Source: an optimization exercise on an open RTL-to-GDS flow (aim: small area). Production flows keep margins and buffers that such runs may drop.
In this exercise RTL edits were held to simulation tests only and were not proved equivalent to the original.

job 6811:
## main
module main(in, op, apply, tail, valid, empty, clk, reset);
For scale: ~44 flip-flops, roughly 24 I/O pins, roughly 4900 um^2 of cells after synthesis.
Settings: LEC_CHECK=0, CAP_MARGIN=20, CORE_MARGIN=2, CORE_UTILIZATION=40, SLEW_MARGIN=20; clock period 15.0 ns.
standard.sh (not shown) runs the stock make flow with config.mk's settings and CLKGATE_MAP_FILE= SYNTH_SCRIPT=/design/flow/synth_recipe.tcl, a recipe that flattens the netlist after the stock synthesis.
==> flow/flow/run.sh <==
#!/bin/bash
# The standard layout (standard.sh: ORFS from synthesis to the final layout), with these
# changes, all made through ORFS's own variables:
#  - each port gets a sky130_fd_sc_hd__buf_1 as its buffer (buffer_ports -buffer_cell)
#    instead of the default clkdlybuf4s50_1;
#  - clock tree synthesis builds from clkbuf_4/clkbuf_8 and adds no dummy loads, with clusters of up to 30 sinks.
# Synthesis is the standard one, unchanged. The make output goes to standard.log in the
# work folder; ORFS's per-step logs stay under orfs/logs/.
set -euo pipefail
bash standard.sh synth > synth.log 2>&1
export BUFFER_PORTS_ARGS="-buffer_cell sky130_fd_sc_hd__buf_1"
export CTS_ARGS="-sink_clustering_enable -repair_clock_nets -dont_use_dummy_load -sink_clustering_size 30 -sink_clustering_max_diameter 120 -buf_list {sky130_fd_sc_hd__clkbuf_4 sky130_fd_sc_hd__clkbuf_8}"
bash standard.sh finish > standard.log 2>&1
For job 7594, these inputs were changed with respect to job 6811:
diff --git a/flow/flow/run.sh b/flow/flow/run.sh
--- a/flow/flow/run.sh
+++ b/flow/flow/run.sh
@@ -6 +6,3 @@
-#  - clock tree synthesis builds from clkbuf_4/clkbuf_8 and adds no dummy loads, with clusters of up to 30 sinks.
+#  - clock tree synthesis builds from clkbuf_4/clkbuf_8 and adds no dummy loads;
+#  - after global routing's timing repair, repair_timing -recover_power downsizes gates
+#    that have slack to spare (RECOVER_POWER).
@@ -12 +14,2 @@
-export CTS_ARGS="-sink_clustering_enable -repair_clock_nets -dont_use_dummy_load -sink_clustering_size 30 -sink_clustering_max_diameter 120 -buf_list {sky130_fd_sc_hd__clkbuf_4 sky130_fd_sc_hd__clkbuf_8}"
+export CTS_ARGS="-sink_clustering_enable -repair_clock_nets -dont_use_dummy_load -buf_list {sky130_fd_sc_hd__clkbuf_4 sky130_fd_sc_hd__clkbuf_8}"
+export RECOVER_POWER=${RECOVER_POWER_PCT:-100}
--- outcome ---
Comparing job 7594 against job 6811, there is no change at all in sequential cell count.
In terms of share of cell area taken by flip-flops and latches, job 6811 and job 7594 differ only marginally.
There was hardly any difference in worst hold slack between job 6811 and job 7594.
The inputs of job 6415 differ from those of job 7594 as listed below.
- setting GPL_TIMING_DRIVEN to 0 for the first time
Notes after the runs:
Job 6415 has worst-case setup margin in the final layout below what job 7594 had.
Side by side, shortest clock period the worst path allows after layout turned out higher in job 6415 than in job 7594.
Job 6415: all stages complete, timing, DRC and antenna checks passed
Job 6415 -> job 7594: highest cell delay on the worst timing path flat
The standard cells in job 6415 occupy more silicon area than those in job 7594 do.
Compared with job 7594, job 6415 shows a number of fill cells that is 5 lower.
Comparing job 6415 against job 7594, there is no change at all in number of standard cells after synthesis.
The area used by multi-input combinational logic on job 6415 is in line with that on job 7594.
The higher share of the clock period used by the worst path after layout of job 6415 and job 7594 is in job 6415.
On via count: between job 6415 and job 7594, it ends up lower for job 7594.
## Diff of input files: job 8658 against job 6415
- clearing GPL_TIMING_DRIVEN, which used to be 0
diff --git a/flow/flow/run.sh b/flow/flow/run.sh
--- a/flow/flow/run.sh
+++ b/flow/flow/run.sh
@@ -6,3 +6,2 @@
-#  - clock tree synthesis builds from clkbuf_4/clkbuf_8 and adds no dummy loads;
-#  - after global routing's timing repair, repair_timing -recover_power downsizes gates
-#    that have slack to spare (RECOVER_POWER).
+#  - clock tree synthesis runs with these arguments (CTS_ARGS), adding no dummy loads:
+#    -repair_clock_nets -dont_use_dummy_load -root_buf sky130_fd_sc_hd__clkbuf_16 -buf_list {sky130_fd_sc_hd__clkbuf_16}
@@ -14,2 +13 @@
-export CTS_ARGS="-sink_clustering_enable -repair_clock_nets -dont_use_dummy_load -buf_list {sky130_fd_sc_hd__clkbuf_4 sky130_fd_sc_hd__clkbuf_8}"
-export RECOVER_POWER=${RECOVER_POWER_PCT:-100}
+export CTS_ARGS="-repair_clock_nets -dont_use_dummy_load -root_buf sky130_fd_sc_hd__clkbuf_16 -buf_list {sky130_fd_sc_hd__clkbuf_16}"
==> notes.md <==
Diff job 6415 -> job 8658: longest individual stage delay on the worst path picked up an extra 0.15 ns; maximum fanout count along the critical path picked up an extra 2; clock transition at the register clock pins on the worst setup and hold paths after CTS lost 0.02 ns; cell area neither gained nor lost much.
Job 8658 vs. job 6415: gate count after technology mapping barely changed; wire length climbed 0.75%; number of global-route vias before repair dropped 81.

## re-timing with driven ports
The flow's constraints put no driver on any port. The routed layouts listed below were extracted and timed again, unchanged, in two steps. Step 1 (the two cells are an assumption about what drives the block):
set clk [get_ports {clk}]
set_driving_cell -lib_cell sky130_fd_sc_hd__clkbuf_16 $clk
set_driving_cell -lib_cell sky130_fd_sc_hd__buf_2 [delete_from_list [all_inputs] $clk]
Step 2, shift: input delay + t, output delay - t, t = (earliest + latest rising clock arrival at the registers) / 2. This alone moves slack from input paths to output paths. Slacks: ideal ports / drivers / drivers and shift; pairs: ideal ports / drivers.
run | t (ns) | setup WS [ns] | slew at the worst register clock pin (ns) | worst slew at a driven data input, ns | pins driven straight from the clock port
job 6811 | 0.321 | 1.092 / 1.092 / 1.092 | 0.08 / 0.08 | 0.03 | 1
job 7594 | 0.321 | 0.928 / 0.928 / 0.928 | 0.08 / 0.08 | 0.03 | 1
job 6415 | 0.316 | 0.737 / 0.737 / 0.737 | 0.10 / 0.10 | 0.03 | 1
job 8658 | 0.314 | 0.783 / 0.783 / 0.783 | 0.06 / 0.06 | 0.03 | 1
After both steps setup and hold are still met in every run listed.
